This is an optimization exercise on Yosys and OpenROAD, whose aim is small area and a short achievable clock period, not a production implementation. No functional check of the RTL was part of any run shown here.

File: flow/config.mk
export PLATFORM = sky130hd
export DESIGN_NAME = fir13_filter
export DESIGN_NICKNAME = fir13_filter
export VERILOG_FILES = /design/flow/design.v
export SDC_FILE = /design/flow/constraint.sdc
export NUM_CORES = 4
export LEC_CHECK = 0
export CAP_MARGIN = 20
export CORE_MARGIN = 2
export CORE_UTILIZATION = 40
export SLEW_MARGIN = 20
File: flow/constraint.sdc
create_clock -name core_clock -period 7.5 [get_ports {clk}]
set_input_delay 1.5000 -clock core_clock [delete_from_list [all_inputs] [get_ports {clk}]]
set_output_delay 1.5000 -clock core_clock [all_outputs]
set_load 0.01 [all_outputs]
File: flow/design.v
`timescale 1ns / 1ps
module fir13_filter(
    input wire clk,
    input wire n_rst,
    input wire signed [7:0] x_in,
    output reg signed [7:0] y_out
);
    reg signed [7:0] xr0, xr1, xr2, xr3, xr4, xr5, xr6, xr7, xr8, xr9, xr10, xr11, xr12, xr13;
    always @(posedge clk or negedge n_rst) begin
        if (!n_rst) begin
            xr0 <= 0; xr1 <= 0; xr2 <= 0; xr3 <= 0; xr4 <= 0; xr5 <= 0; xr6 <= 0;
            xr7 <= 0; xr8 <= 0; xr9 <= 0; xr10 <= 0; xr11 <= 0; xr12 <= 0; xr13 <= 0;
        end else begin
            xr0 <= x_in; xr1 <= xr0; xr2 <= xr1; xr3 <= xr2; xr4 <= xr3; xr5 <= xr4; xr6 <= xr5;
            xr7 <= xr6; xr8 <= xr7; xr9 <= xr8; xr10 <= xr9; xr11 <= xr10; xr12 <= xr11; xr13 <= xr12;
        end
    end
    wire signed [8:0] s0 = xr1 + xr13;
    wire signed [8:0] s1 = xr2 + xr12;
    wire signed [8:0] s3 = xr4 + xr10;
    wire signed [8:0] s4 = xr5 + xr9;
    wire signed [8:0] s5 = xr6 + xr8;
    wire signed [7:0] x6 = xr7;
    wire signed [9:0] d = s3 - s1;
    wire t1 = ~x6[0] ^ 1'b1 ^ d[0];
    wire t2 = (~x6[0] & 1'b1) | (~x6[0] & d[0]) | (1'b1 & d[0]);
    wire t3 = ~x6[1] ^ s5[0] ^ d[1];
    wire t4 = (~x6[1] & s5[0]) | (~x6[1] & d[1]) | (s5[0] & d[1]);
    wire t5 = ~x6[2] ^ s5[1] ^ d[0];
    wire t6 = (~x6[2] & s5[1]) | (~x6[2] & d[0]) | (s5[1] & d[0]);
    wire t7 = d[2] ^ t4 ^ t5;
    wire t8 = (d[2] & t4) | (d[2] & t5) | (t4 & t5);
    wire t9 = ~x6[3] ^ 1'b1 ^ ~s0[0];
    wire t10 = (~x6[3] & 1'b1) | (~x6[3] & ~s0[0]) | (1'b1 & ~s0[0]);
    wire t11 = s5[2] ^ d[1] ^ d[3];
    wire t12 = (s5[2] & d[1]) | (s5[2] & d[3]) | (d[1] & d[3]);
    wire t13 = t9 ^ t6 ^ t11;
    wire t14 = (t9 & t6) | (t9 & t11) | (t6 & t11);
    wire t15 = ~x6[4] ^ 1'b1 ^ ~s0[0];
    wire t16 = (~x6[4] & 1'b1) | (~x6[4] & ~s0[0]) | (1'b1 & ~s0[0]);
    wire t17 = ~s0[1] ^ ~s1[0] ^ s4[0];
    wire t18 = (~s0[1] & ~s1[0]) | (~s0[1] & s4[0]) | (~s1[0] & s4[0]);
    wire t19 = ~s5[0] ^ s5[3] ^ t10;
    wire t20 = (~s5[0] & s5[3]) | (~s5[0] & t10) | (s5[3] & t10);
    wire t21 = d[2] ^ d[4] ^ t15;
    wire t22 = (d[2] & d[4]) | (d[2] & t15) | (d[4] & t15);
    wire t23 = t17 ^ t12 ^ t19;
    wire t24 = (t17 & t12) | (t17 & t19) | (t12 & t19);
    wire t25 = t21 ^ t14 ^ t23;
    wire t26 = (t21 & t14) | (t21 & t23) | (t14 & t23);
    wire t27 = ~x6[5] ^ 1'b1 ^ ~s0[1];
    wire t28 = (~x6[5] & 1'b1) | (~x6[5] & ~s0[1]) | (1'b1 & ~s0[1]);
    wire t29 = ~s0[2] ^ s3[0] ^ ~s1[1];
    wire t30 = (~s0[2] & s3[0]) | (~s0[2] & ~s1[1]) | (s3[0] & ~s1[1]);
    wire t31 = s4[1] ^ ~s5[1] ^ s5[4];
    wire t32 = (s4[1] & ~s5[1]) | (s4[1] & s5[4]) | (~s5[1] & s5[4]);
    wire t33 = t16 ^ t18 ^ d[3];
    wire t34 = (t16 & t18) | (t16 & d[3]) | (t18 & d[3]);
    wire t35 = d[5] ^ t27 ^ t29;
    wire t36 = (d[5] & t27) | (d[5] & t29) | (t27 & t29);
    wire t37 = t31 ^ t20 ^ t22;
    wire t38 = (t31 & t20) | (t31 & t22) | (t20 & t22);
    wire t39 = t33 ^ t35 ^ t24;
    wire t40 = (t33 & t35) | (t33 & t24) | (t35 & t24);
    wire t41 = t37 ^ t26 ^ t39;
    wire t42 = (t37 & t26) | (t37 & t39) | (t26 & t39);
    wire t43 = ~x6[6] ^ ~s0[2] ^ ~s0[3];
    wire t44 = (~x6[6] & ~s0[2]) | (~x6[6] & ~s0[3]) | (~s0[2] & ~s0[3]);
    wire t45 = s3[1] ^ ~s1[2] ^ s4[0];
    wire t46 = (s3[1] & ~s1[2]) | (s3[1] & s4[0]) | (~s1[2] & s4[0]);
    wire t47 = s4[2] ^ ~s5[2] ^ s5[5];
    wire t48 = (s4[2] & ~s5[2]) | (s4[2] & s5[5]) | (~s5[2] & s5[5]);
    wire t49 = t28 ^ t30 ^ t32;
    wire t50 = (t28 & t30) | (t28 & t32) | (t30 & t32);
    wire t51 = d[4] ^ d[6] ^ t43;
    wire t52 = (d[4] & d[6]) | (d[4] & t43) | (d[6] & t43);
    wire t53 = t45 ^ t47 ^ t34;
    wire t54 = (t45 & t47) | (t45 & t34) | (t47 & t34);
    wire t55 = t36 ^ t49 ^ t51;
    wire t56 = (t36 & t49) | (t36 & t51) | (t49 & t51);
    wire t57 = t38 ^ t53 ^ t55;
    wire t58 = (t38 & t53) | (t38 & t55) | (t53 & t55);
    wire t59 = t40 ^ t57 ^ t42;
    wire t60 = (t40 & t57) | (t40 & t42) | (t57 & t42);
    wire t61 = x6[0] ^ x6[7] ^ 1'b1;
    wire t62 = (x6[0] & x6[7]) | (x6[0] & 1'b1) | (x6[7] & 1'b1);
    wire t63 = t61 ^ ~s0[3] ^ ~s0[4];
    wire t64 = (t61 & ~s0[3]) | (t61 & ~s0[4]) | (~s0[3] & ~s0[4]);
    wire t65 = s3[2] ^ ~s1[3] ^ s4[1];
    wire t66 = (s3[2] & ~s1[3]) | (s3[2] & s4[1]) | (~s1[3] & s4[1]);
    wire t67 = s4[3] ^ s5[0] ^ ~s5[3];
    wire t68 = (s4[3] & s5[0]) | (s4[3] & ~s5[3]) | (s5[0] & ~s5[3]);
    wire t69 = s5[6] ^ t44 ^ t46;
    wire t70 = (s5[6] & t44) | (s5[6] & t46) | (t44 & t46);
    wire t71 = t48 ^ d[5] ^ d[7];
    wire t72 = (t48 & d[5]) | (t48 & d[7]) | (d[5] & d[7]);
    wire t73 = t63 ^ t65 ^ t67;
    wire t74 = (t63 & t65) | (t63 & t67) | (t65 & t67);
    wire t75 = t50 ^ t52 ^ t69;
    wire t76 = (t50 & t52) | (t50 & t69) | (t52 & t69);
    wire t77 = t71 ^ t73 ^ t54;
    wire t78 = (t71 & t73) | (t71 & t54) | (t73 & t54);
    wire t79 = t56 ^ t75 ^ t77;
    wire t80 = (t56 & t75) | (t56 & t77) | (t75 & t77);
    wire t81 = t58 ^ t79 ^ t60;
    wire t82 = (t58 & t79) | (t58 & t60) | (t79 & t60);
    wire t83 = x6[1] ^ 1'b1 ^ t62;
    wire t84 = (x6[1] & 1'b1) | (x6[1] & t62) | (1'b1 & t62);
    wire t85 = ~s0[4] ^ ~s0[5] ^ s3[3];
    wire t86 = (~s0[4] & ~s0[5]) | (~s0[4] & s3[3]) | (~s0[5] & s3[3]);
    wire t87 = ~s1[4] ^ s4[2] ^ s4[4];
    wire t88 = (~s1[4] & s4[2]) | (~s1[4] & s4[4]) | (s4[2] & s4[4]);
    wire t89 = s5[1] ^ ~s5[4] ^ s5[7];
    wire t90 = (s5[1] & ~s5[4]) | (s5[1] & s5[7]) | (~s5[4] & s5[7]);
    wire t91 = t83 ^ t64 ^ t66;
    wire t92 = (t83 & t64) | (t83 & t66) | (t64 & t66);
    wire t93 = t68 ^ d[6] ^ d[8];
    wire t94 = (t68 & d[6]) | (t68 & d[8]) | (d[6] & d[8]);
    wire t95 = t85 ^ t87 ^ t89;
    wire t96 = (t85 & t87) | (t85 & t89) | (t87 & t89);
    wire t97 = t70 ^ t72 ^ t74;
    wire t98 = (t70 & t72) | (t70 & t74) | (t72 & t74);
    wire t99 = t91 ^ t93 ^ t95;
    wire t100 = (t91 & t93) | (t91 & t95) | (t93 & t95);
    wire t101 = t76 ^ t97 ^ t99;
    wire t102 = (t76 & t97) | (t76 & t99) | (t97 & t99);
    wire t103 = t78 ^ t101 ^ t80;
    wire t104 = (t78 & t101) | (t78 & t80) | (t101 & t80);
    wire t105 = x6[2] ^ 1'b1 ^ ~s0[5];
    wire t106 = (x6[2] & 1'b1) | (x6[2] & ~s0[5]) | (1'b1 & ~s0[5]);
    wire t107 = ~s0[6] ^ s3[4] ^ ~s1[5];
    wire t108 = (~s0[6] & s3[4]) | (~s0[6] & ~s1[5]) | (s3[4] & ~s1[5]);
    wire t109 = s4[3] ^ s4[5] ^ s5[2];
    wire t110 = (s4[3] & s4[5]) | (s4[3] & s5[2]) | (s4[5] & s5[2]);
    wire t111 = ~s5[5] ^ ~s5[8] ^ t84;
    wire t112 = (~s5[5] & ~s5[8]) | (~s5[5] & t84) | (~s5[8] & t84);
    wire t113 = t86 ^ t88 ^ t90;
    wire t114 = (t86 & t88) | (t86 & t90) | (t88 & t90);
    wire t115 = d[7] ^ ~d[9] ^ t105;
    wire t116 = (d[7] & ~d[9]) | (d[7] & t105) | (~d[9] & t105);
    wire t117 = t107 ^ t109 ^ t111;
    wire t118 = (t107 & t109) | (t107 & t111) | (t109 & t111);
    wire t119 = t92 ^ t94 ^ t96;
    wire t120 = (t92 & t94) | (t92 & t96) | (t94 & t96);
    wire t121 = t113 ^ t115 ^ t117;
    wire t122 = (t113 & t115) | (t113 & t117) | (t115 & t117);
    wire t123 = t98 ^ t100 ^ t119;
    wire t124 = (t98 & t100) | (t98 & t119) | (t100 & t119);
    wire t125 = t121 ^ t102 ^ t123;
    wire t126 = (t121 & t102) | (t121 & t123) | (t102 & t123);
    wire t127 = x6[3] ^ ~s0[6] ^ ~s0[7];
    wire t128 = (x6[3] & ~s0[6]) | (x6[3] & ~s0[7]) | (~s0[6] & ~s0[7]);
    wire t129 = s3[5] ^ ~s1[6] ^ s4[4];
    wire t130 = (s3[5] & ~s1[6]) | (s3[5] & s4[4]) | (~s1[6] & s4[4]);
    wire t131 = s4[6] ^ s5[3] ^ ~s5[6];
    wire t132 = (s4[6] & s5[3]) | (s4[6] & ~s5[6]) | (s5[3] & ~s5[6]);
    wire t133 = t106 ^ t108 ^ t110;
    wire t134 = (t106 & t108) | (t106 & t110) | (t108 & t110);
    wire t135 = d[8] ^ t112 ^ t127;
    wire t136 = (d[8] & t112) | (d[8] & t127) | (t112 & t127);
    wire t137 = t129 ^ t131 ^ t114;
    wire t138 = (t129 & t131) | (t129 & t114) | (t131 & t114);
    wire t139 = t116 ^ t133 ^ t118;
    wire t140 = (t116 & t133) | (t116 & t118) | (t133 & t118);
    wire t141 = t135 ^ t120 ^ t137;
    wire t142 = (t135 & t120) | (t135 & t137) | (t120 & t137);
    wire t143 = t122 ^ t139 ^ t124;
    wire t144 = (t122 & t139) | (t122 & t124) | (t139 & t124);
    wire t145 = t141 ^ t126 ^ t143;
    wire t146 = (t141 & t126) | (t141 & t143) | (t126 & t143);
    wire t147 = x6[4] ^ 1'b1 ^ ~s0[7];
    wire t148 = (x6[4] & 1'b1) | (x6[4] & ~s0[7]) | (1'b1 & ~s0[7]);
    wire t149 = s0[8] ^ s3[6] ^ ~s1[7];
    wire t150 = (s0[8] & s3[6]) | (s0[8] & ~s1[7]) | (s3[6] & ~s1[7]);
    wire t151 = s4[5] ^ s4[7] ^ s5[4];
    wire t152 = (s4[5] & s4[7]) | (s4[5] & s5[4]) | (s4[7] & s5[4]);
    wire t153 = ~s5[7] ^ t128 ^ t130;
    wire t154 = (~s5[7] & t128) | (~s5[7] & t130) | (t128 & t130);
    wire t155 = t132 ^ ~d[9] ^ t147;
    wire t156 = (t132 & ~d[9]) | (t132 & t147) | (~d[9] & t147);
    wire t157 = t149 ^ t151 ^ t134;
    wire t158 = (t149 & t151) | (t149 & t134) | (t151 & t134);
    wire t159 = t136 ^ t153 ^ t155;
    wire t160 = (t136 & t153) | (t136 & t155) | (t153 & t155);
    wire t161 = t138 ^ t157 ^ t140;
    wire t162 = (t138 & t157) | (t138 & t140) | (t157 & t140);
    wire t163 = t159 ^ t142 ^ t161;
    wire t164 = (t159 & t142) | (t159 & t161) | (t142 & t161);
    wire t165 = t144 ^ t163 ^ t146;
    wire t166 = (t144 & t163) | (t144 & t146) | (t163 & t146);
    wire t167 = x6[5] ^ s0[8] ^ s3[7];
    wire t168 = (x6[5] & s0[8]) | (x6[5] & s3[7]) | (s0[8] & s3[7]);
    wire t169 = s1[8] ^ s4[6] ^ ~s4[8];
    wire t170 = (s1[8] & s4[6]) | (s1[8] & ~s4[8]) | (s4[6] & ~s4[8]);
    wire t171 = s5[5] ^ s5[8] ^ t148;
    wire t172 = (s5[5] & s5[8]) | (s5[5] & t148) | (s5[8] & t148);
    wire t173 = t150 ^ t152 ^ t167;
    wire t174 = (t150 & t152) | (t150 & t167) | (t152 & t167);
    wire t175 = t169 ^ t154 ^ t156;
    wire t176 = (t169 & t154) | (t169 & t156) | (t154 & t156);
    wire t177 = t171 ^ t173 ^ t158;
    wire t178 = (t171 & t173) | (t171 & t158) | (t173 & t158);
    wire t179 = t160 ^ t175 ^ t177;
    wire t180 = (t160 & t175) | (t160 & t177) | (t175 & t177);
    wire t181 = t162 ^ t179 ^ t164;
    wire t182 = (t162 & t179) | (t162 & t164) | (t179 & t164);
    wire t183 = x6[6] ^ ~s3[8] ^ s4[7];
    wire t184 = (x6[6] & ~s3[8]) | (x6[6] & s4[7]) | (~s3[8] & s4[7]);
    wire t185 = s5[6] ^ t168 ^ t170;
    wire t186 = (s5[6] & t168) | (s5[6] & t170) | (t168 & t170);
    wire t187 = t183 ^ t172 ^ t174;
    wire t188 = (t183 & t172) | (t183 & t174) | (t172 & t174);
    wire t189 = t185 ^ t176 ^ t187;
    wire t190 = (t185 & t176) | (t185 & t187) | (t176 & t187);
    wire t191 = t178 ^ t189 ^ t180;
    wire t192 = (t178 & t189) | (t178 & t180) | (t189 & t180);
    wire t193 = ~x6[7] ^ ~s4[8] ^ s5[7];
    wire t194 = (~x6[7] & ~s4[8]) | (~x6[7] & s5[7]) | (~s4[8] & s5[7]);
    wire t195 = t184 ^ t193 ^ t186;
    wire t196 = (t184 & t193) | (t184 & t186) | (t193 & t186);
    wire t197 = t188 ^ t195 ^ t190;
    wire t198 = (t188 & t195) | (t188 & t190) | (t195 & t190);
    wire t199 = 1'b1 ^ ~s5[8] ^ t194;
    wire t200 = (1'b1 & ~s5[8]) | (1'b1 & t194) | (~s5[8] & t194);
    wire t201 = t199 ^ t196 ^ t198;
    wire t202 = (t199 & t196) | (t199 & t198) | (t196 & t198);
    wire [8:0] lo_a = {t82, t81, t59, t41, t25, t8, t7, t2, t1};
    wire [8:0] lo_b = {t103, 1'b0, 1'b0, 1'b0, 1'b0, t13, 1'b0, t3, 1'b0};
    wire [9:0] lo_sum = {1'b0, lo_a} + {1'b0, lo_b};
    wire lo_c = lo_sum[9];
    wire [8:0] hi_0 = {1'b1, t200, t201, t192, t182, t166, t165, t145, t104};
    wire [8:0] hi_1 = {1'b0, t202, 1'b0, t197, t191, t181, 1'b0, 1'b0, t125};
    reg [8:0] z0;
    reg [8:0] z1;
    reg zc;
    always @(posedge clk or negedge n_rst) begin
        if (!n_rst) begin
            z0 <= 0;
            z1 <= 0;
            zc <= 0;
        end else begin
            z0 <= hi_0;
            z1 <= hi_1;
            zc <= lo_c;
        end
    end
    wire [8:0] acc_hi = z0 + z1 + {8'd0, zc};
    wire sgn = acc_hi[8];
    wire ovf = acc_hi[8] ^ acc_hi[7];
    wire [7:0] clip = ovf ? {sgn, {7{~sgn}}} : acc_hi[7:0];
    always @(posedge clk or negedge n_rst) begin
        if (!n_rst)
            y_out <= 8'd0;
        else
            y_out <= clip;
    end
endmodule
File: flow/run.sh
#!/bin/bash
# synth_recipe.tcl (not shown) runs the flow's synth.tcl, then flattens the netlist and writes it again
# the make line also repeats each setting of config.mk as NAME=value (left out here)
make -C /OpenROAD-flow-scripts/flow DESIGN_CONFIG=/design/flow/config.mk WORK_HOME=/design/flow/orfs CLKGATE_MAP_FILE= SYNTH_SCRIPT=/design/flow/synth_recipe.tcl finish
==> impl_results.md, run 1 <==
* Status: no timing/DRC/antenna violations
* FILL cells at 1800
* Async SR Flop Fraction at 100%
* Post-synthesis sequential area ratio at 41.6%
* WL final at 15.1 mm
* Final min period at 5860 ps
* CTS Sinks at 135
* Crit path from: xr2[0]$_DFF_PN0_
* Layout cells sized above 1 at 6.91%
* R2R Setup Slk at 1640 ps
* Register bit total from synthesis at 135
* Cell taking the most area after synthesis: dfrtp_1
* R2r startpoint: xr2[0]$_DFF_PN0_
* Core Area at 0.0201 sq mm
* Hold path endpoint: xr12[1]$_DFF_PN0_
* Die area at 0.0215 sq mm
* Number of max-cap violations at 0
* CP required at 7790 ps
* Number of global-route vias before repair at 4871
* Clock-pin slew on the worst setup and hold paths at 60 ps
* Hold path start: xr11[1]$_DFF_PN0_
* Synth-to-Final Area Change at 13.6%
* Mapped Cells at 645
* Area of the multi-input gates at 0.00422 sq mm
* Largest net degree at the start of global routing at 73
* Starting Density at 40.4%
* Min-delay worst type: flip-flop to flip-flop
* # setup viols final at 0
* Congestion Overflow GR at 0
* Routed wire per std cell at 15.7 microns
* Synth cell types at 47
* Yosys warns at 1
* Final Hold Slack at 348 ps
* Syn nets at 811
* TritonCTS clock tree: done
* Critical-path cell list: ha_1, inv_1, fa_1, nor2b_1, o21ai_0, nand2_1, xnor2_1, ha_1, inv_1, o21ba_2, o21ai_1, xor2_1, ha_1, xor2_1, fa_1, inv_1, fa_1, fa_1, fa_1, fa_1
* Post-synth EDFFs at 0
* Post-CTS Setup Bufs at 0
* Top FF cell, synth: dfrtp_1
* Worst Setup Start Kind: flip-flop
* Slew Limit Fails at 0
* Worst relative slew slack at 47.7%
* WP data arrival at 6150 ps
* Clk root buf: clkbuf_16
* Max Fclk at 171 MHz
* CP endpoint kind: flip-flop
* 1st-iter DRT viols at 154
* Vias post-DR at 4465
* Antenna diodes at 0
* Dpl hpwl at 12.2 mm
* Worst hold stages at 0
* Crit path max fanout at 4
* Total track usage at 15.4%
* Final Hold Violating Endpoints at 0
* Worst-Margin Slew at 784 ps
* CP max stage cell: fa_1
* PnR worst setup slack at 1640 ps
* Register area at 0.00338 sq mm
* Post-CTS sizing at 0
* Largest register FFs at 9
* Num ports at 18
* Placer Congestion at 0.896
* Cell row count at 52
* Cell Area, Synth at 0.00812 sq mm
* Pre-antenna DRT Iters at 4
* Post-route ant nets at 0
* Nets@finish at 848
* H-tree level count at 4
* Setup_tns at 0 ps
* Period utilisation layout at 78.1%
* Area share of the largest cell type after synthesis at 41.6%
* Syn Area/Cell at 12.6 sq um
* Initial antenna violation count at 0
* CP peak stage delay at 520 ps
* DRC viols at 0
* PortBufs at 17
* Clock buffer depth at 2
* Die X-Extent at 146 microns
* TritonCTS Buffers at 17
* Largest cells by area after synthesis: dfrtp_1, fa_1, ha_1, inv_1, xnor2_1
* First-pass GRT wire length at 25.0 mm
* Setup CP Type: flip-flop to flip-flop
* FF-to-FF path depth at 20
* Via density at 4.63
* Clock latency (worst-skew pair) at 420 ps
* R2r endpoint: z0[2]$_DFF_PN0_
* Cts-stage hold buffer count at 0
* RSZ-0062 raised after global routing: no
* Die Y at 146 microns
* Pre-CTS setup slack at 1660 ps
* Setup Skew at 9.67 ps
* Largest register by flop count: z0
* CP dominant cell by count: fa_1
[layer usage]
layer  track usage [%]  vias up  wire, microns
met2              25.5       62           7470
met5                 0        -              0
met3              3.06       16            389
li1                  -     2128              -
met4              4.51        0            233
met1              20.6     2259           7030
[layout by cell type, fill, tap and decap left out, types with 8 or more instances in the layout]
cell type        Yosys  routed
xnor2_1             34      34
nor2_1               9       9
nor2b_1              8       8
ha_1                67      67
dfrtp_1            135     135
o21ai_0             12      12
o21bai_1             8       8
fa_1                89      89
inv_1              138     138
a21o_1               9       9
clkbuf_16            0      17
a21oi_1             28      28
xor2_1              24      24
maj3_1              11      11
clkdlybuf4s50_1      0      16
nand2_1             13      13
[logic make-up (layout without fill, tap and decap cells)]
family | Yosys count | count (layout) | share of synthesized area, %
other | 1 | 1 | 0.0462
adder cells (fa/ha/maj) | 168 | 168 | 33.8
multiplexers | 2 | 2 | 0.262
AND/OR/NAND/NOR | 47 | 47 | 2.90
AO/OA/AOI/OAI | 95 | 95 | 8.51
buffers and inverters | 138 | 188 | 6.38
flip-flops | 135 | 135 | 41.6
XOR/XNOR | 59 | 59 | 6.53
[Yosys cell counts (2+ instances only)]
| cell | n |
|---|---|
| a211o_1 | 3 |
| a211oi_1 | 5 |
| a21o_1 | 9 |
| a21o_2 | 2 |
| a21oi_1 | 28 |
| a31oi_1 | 3 |
| and2_1 | 2 |
| dfrtp_1 | 135 |
| fa_1 | 89 |
| ha_1 | 67 |
| inv_1 | 138 |
| maj3_1 | 11 |
| nand2_1 | 13 |
| nand2b_1 | 5 |
| nor2_1 | 9 |
| nor2b_1 | 8 |
| nor3_1 | 5 |
| o211ai_1 | 2 |
| o211ai_2 | 2 |
| o21a_1 | 5 |
| o21ai_0 | 12 |
| o21ai_1 | 2 |
| o21bai_1 | 8 |
| o31ai_1 | 2 |
| o31ai_2 | 2 |
| xnor2_1 | 34 |
| xor2_1 | 24 |
[how the worst max path moves through the flow]
stage	to	cells past startpoint
6_report	z0[2]$_DFF_PN0_	20
5_1_grt	z0[2]$_DFF_PN0_	20
3_3_place_gp	z0[2]$_DFF_PN0_	20
4_1_cts	z0[2]$_DFF_PN0_	20
2_1_floorplan	z0[2]$_DFF_PN0_	18
3_5_place_dp	z0[2]$_DFF_PN0_	20
[cell type report]
type	instances	area share, %
clock inverter	11	1.23
tap	270	3.66
sequential	135	36.6
inverter	138	5.62
clock buffer	21	5.10
multi-input combinational	372	45.8
timing repair buffer	18	1.94
[metrics by stage]
step	util [%]	area, sq um	instances
6_report	45.9	9220	965
3_3_place_gp	43.0	8640	933
2_1_floorplan	-	8120	645
4_1_cts	45.9	9220	965
3_5_place_dp	43.0	8640	933
5_1_grt	45.9	9220	965
[worst max-delay path: cells and delay by family, from the launching register on]
kind	cells	cell delay, ps
compound gates	3	820
xor+xnor	3	890
fa+ha+maj	9	3270
buf+inv	3	190
flops	1	380
simple gates	2	160
==> run 2: changes to the inputs <==
--- a/flow/config.mk
+++ b/flow/config.mk
@@ -7,2 +7,3 @@
 export LEC_CHECK = 0
+export ABC_CLOCK_PERIOD_IN_PS = 2500
 export CAP_MARGIN = 20
@@ -10,2 +11,3 @@
 export CORE_UTILIZATION = 40
+export SETUP_SLACK_MARGIN = 4.8
 export SLEW_MARGIN = 20
==> impl_results.md, run 2 <==
* Via density at 4.69 (+1.4%)
* Layout cells sized above 1 at 26.7% (+20 points)
* Max Fclk at 191 MHz (+12%)
* Clock-pin slew on the worst setup and hold paths at 60 ps (about the same)
* Largest register FFs at 9 (unchanged)
* Final min period at 5240 ps (-616 ps)
* CP peak stage delay at 520 ps (about the same)
* Clock latency (worst-skew pair) at 430 ps (about the same)
* Crit path max fanout at 3 (-1)
* Starting Density at 40.4% (unchanged)
* Antenna diodes at 0 (unchanged)
* 1st-iter DRT viols at 187 (+21%)
* PortBufs at 17 (unchanged)
* Synth cell types at 47 (unchanged)
* CTS Sinks at 135 (unchanged)
* Cell row count at 52 (unchanged)
* Post-synth EDFFs at 0 (unchanged)
* Commonest non-fill, non-tap cell in the layout: dfrtp_1
* Most common cell in the netlist: inv_1
* Cell Area, Synth at 0.00812 sq mm (unchanged)
* Num ports at 18 (unchanged)
* Async SR Flop Fraction at 100% (unchanged)
* Die X-Extent at 146 microns (unchanged)
* Core Area at 0.0201 sq mm (unchanged)
* Dpl hpwl at 12.5 mm (+2.6%)
* Mapped Cells at 645 (unchanged)
* Pre-CTS setup slack at 1890 ps (+230 ps)
* Fin cells at 1009 (+4.6%)
* Pre-antenna DRT Iters at 4 (unchanged)
* DRC viols at 0 (unchanged)
* # setup viols final at 0 (unchanged)
* WL final at 16.4 mm (+8.5%)
* Setup_tns at 0 ps (unchanged)
* Placed cell area at 0.00877 sq mm (+1.5%)
* Number of global-route vias before repair at 5330 (+9.4%)
* Final instance area at 0.0100 sq mm (+9.0%)
* Routed wire per std cell at 16.3 microns (+3.7%)
* Die area at 0.0215 sq mm (unchanged)
* CP endpoint kind: flip-flop
* Largest register by flop count: z0
* PnR worst setup slack at 2260 ps (+616 ps)
* TritonCTS Buffers at 17 (unchanged)
* Most frequent cells in the layout: dfrtp_1, inv_1, fa_1, ha_1, buf_4
* WP data arrival at 5600 ps (-550 ps)
* Clk root buf: clkbuf_16
* Largest cells by area after synthesis: dfrtp_1, fa_1, ha_1, inv_1, xnor2_1
* Worst-Margin Slew at 737 ps (-47.3 ps)
* Status: no timing/DRC/antenna violations
* First-pass GRT wire length at 27.0 mm (+8.2%)
* Syn Area/Cell at 12.6 sq um (unchanged)
* CP dominant cell by count: fa_2
* Slew Limit Fails at 0 (unchanged)
* Final Hold Violating Endpoints at 0 (unchanged)
* Die Y at 146 microns (unchanged)
* Setup Skew at 9.87 ps (+0.195 ps)
* Top post-synthesis cells by count: inv_1, dfrtp_1, fa_1, ha_1, xnor2_1
* Number of max-cap violations at 0 (unchanged)
* Syn nets at 811 (unchanged)
* Post-synthesis sequential area ratio at 41.6% (unchanged)
* Top FF cell, synth: dfrtp_1
* Min-delay worst type: flip-flop to flip-flop
* H-tree level count at 4 (unchanged)
* RSZ-0062 raised after global routing: yes
* CP max stage cell: fa_2
* Synth-to-Final Area Change at 23.8%
* Worst relative slew slack at 50.9% (+3.2 points)
* Area share of the largest cell type after synthesis at 41.6% (unchanged)
* Period utilisation layout at 69.9% (-8.2 points)
* Placed cell count at 933 (unchanged)
* CP top delay family: adder cells
* Largest net degree at the start of global routing at 85 (+16%)
* Nets@finish at 892 (+5.2%)
* Cell taking the most area after synthesis: dfrtp_1
* Worst path bufs/invs at 0 (-3)
* Congestion Overflow GR at 0 (unchanged)
* Placer Congestion at 0.860 (-4.0%)
* Worst Setup Start Kind: flip-flop
* Initial antenna violation count at 0 (unchanged)
* Clock buffer depth at 2 (unchanged)
* Critical-path cell list: ha_4, a211o_4, a211oi_4, o21bai_1, a21oi_1, xor2_1, ha_1, a21o_2, a21oi_2, o21a_1, o311ai_4, o31ai_4, fa_1, fa_2, fa_2, fa_2, fa_2
* Post-route ant nets at 0 (unchanged)
* Vias post-DR at 4735 (+6.0%)
* Setup CP Type: flip-flop to flip-flop
* CP required at 7860 ps (+70 ps)
* Total track usage at 16.6% (+1.2 points)
* Register bit total from synthesis at 135 (unchanged)
* TritonCTS clock tree: done
* Yosys warns at 1 (unchanged)
-- run 2: cell families (layout without fill, tap and decap cells) --
family	count (synthesis)	count (layout)	synth area share [%]
other	1	1	0.0462
adders and majority gates	168	168	33.8
muxes	2	2	0.262
xor gates and xnor gates	59	59	6.53
and+or+nand+nor	47	47	2.90
AOI/OAI and AO/OA	95	95	8.51
buffers and inverters	138	232	6.38
DFF	135	135	41.6
-- run 2: metal layers --
metal / vias to the layer above / global-route usage (%) / routed length [microns]
li1: 2199 / - / -
met1: 2433 / 21.0 / 7340
met2: 79 / 28.5 / 8220
met3: 24 / 4.00 / 544
met4: 0 / 4.66 / 307
met5: - / 0 / 0
-- run 2: cell type report --
cell class | count | area (sq um)
multi-input cells | 372 | 4720
well taps | 270 | 338
flip-flops and latches | 135 | 3380
fillers | 1698 | 10100
clock inverters | 13 | 135
repair buffers | 62 | 503
clock buffers | 19 | 453
inverters | 138 | 518
-- run 2: worst reg2reg max path, stage by stage (launching register included) --
cell and delay, ps:
dfrtp_1 410, ha_4 260, a211o_4 360, a211oi_4 230
o21bai_1 120, a21oi_1 180, xor2_1 250, ha_1 290
a21o_2 220, a21oi_2 120, o21a_1 170, o311ai_4 150
o31ai_4 270, fa_1 480, fa_2 440, fa_2 350
fa_2 350, fa_2 520
-- run 2: timing repair --
action                     CTS  global route
hold endpoints to repair     0             0
gates resized for setup     53            28
pin swaps                   47            21
gates cloned                 0             0
buffers inserted            35             9
hold buffers                 0             0
setup endpoints to repair   22            22
-- run 2: metrics by stage --
stage               hold slack (ps)  util [%]
global route                    355      50.0
detailed placement              335      43.6
floorplan                       331         -
CTS                             346      48.9
global placement                332      43.6
finish                          342      50.0
-- run 2: path summary, 6_finish.rpt --
kind | end | cells after the start | slack (ps) | start
max in group asynchronous | xr13[7]$_DFF_PN0_ | 2 | 5390 | n_rst
min reg2reg | xr4[7]$_DFF_PN0_ | 0 | 340 | xr3[7]$_DFF_PN0_
min in group asynchronous | xr6[0]$_DFF_PN0_ | 1 | 1020 | n_rst
max | z0[2]$_DFF_PN0_ | 17 | 2260 | xr12[1]$_DFF_PN0_
min | xr4[7]$_DFF_PN0_ | 0 | 340 | xr3[7]$_DFF_PN0_
max reg2reg | z0[2]$_DFF_PN0_ | 17 | 2260 | xr12[1]$_DFF_PN0_

==> static timing again, ports no longer ideal <==
The results above use ideal ports. As a check the final layouts listed here were re-extracted and re-timed, cells and wires unchanged. Step 1: set_driving_cell puts a clkbuf_16 on clk and a buf_2 on each other input, an assumption about the parent block. Step 2, shift: input delay + t, output delay - t, t = (earliest + latest rising clock arrival at the registers) / 2. This alone moves slack from input paths to output paths. Slacks: ideal ports / drivers / drivers and shift; pairs: ideal ports / drivers.
| run | t, ns | setup WS [ns] | worst hold slack (ns) | worst setup path at the end | clock arrival spread, ns |
|---|---|---|---|---|---|
| run 1 | 0.460 | 1.641 / 1.641 / 1.641 | 0.348 / 0.348 / 0.348 | register to register | 0.010 / 0.010 |
| run 2 | 0.462 | 2.257 / 2.257 / 2.257 | 0.342 / 0.342 / 0.342 | register to register | 0.010 / 0.010 |
After both steps every run listed still meets setup and hold.
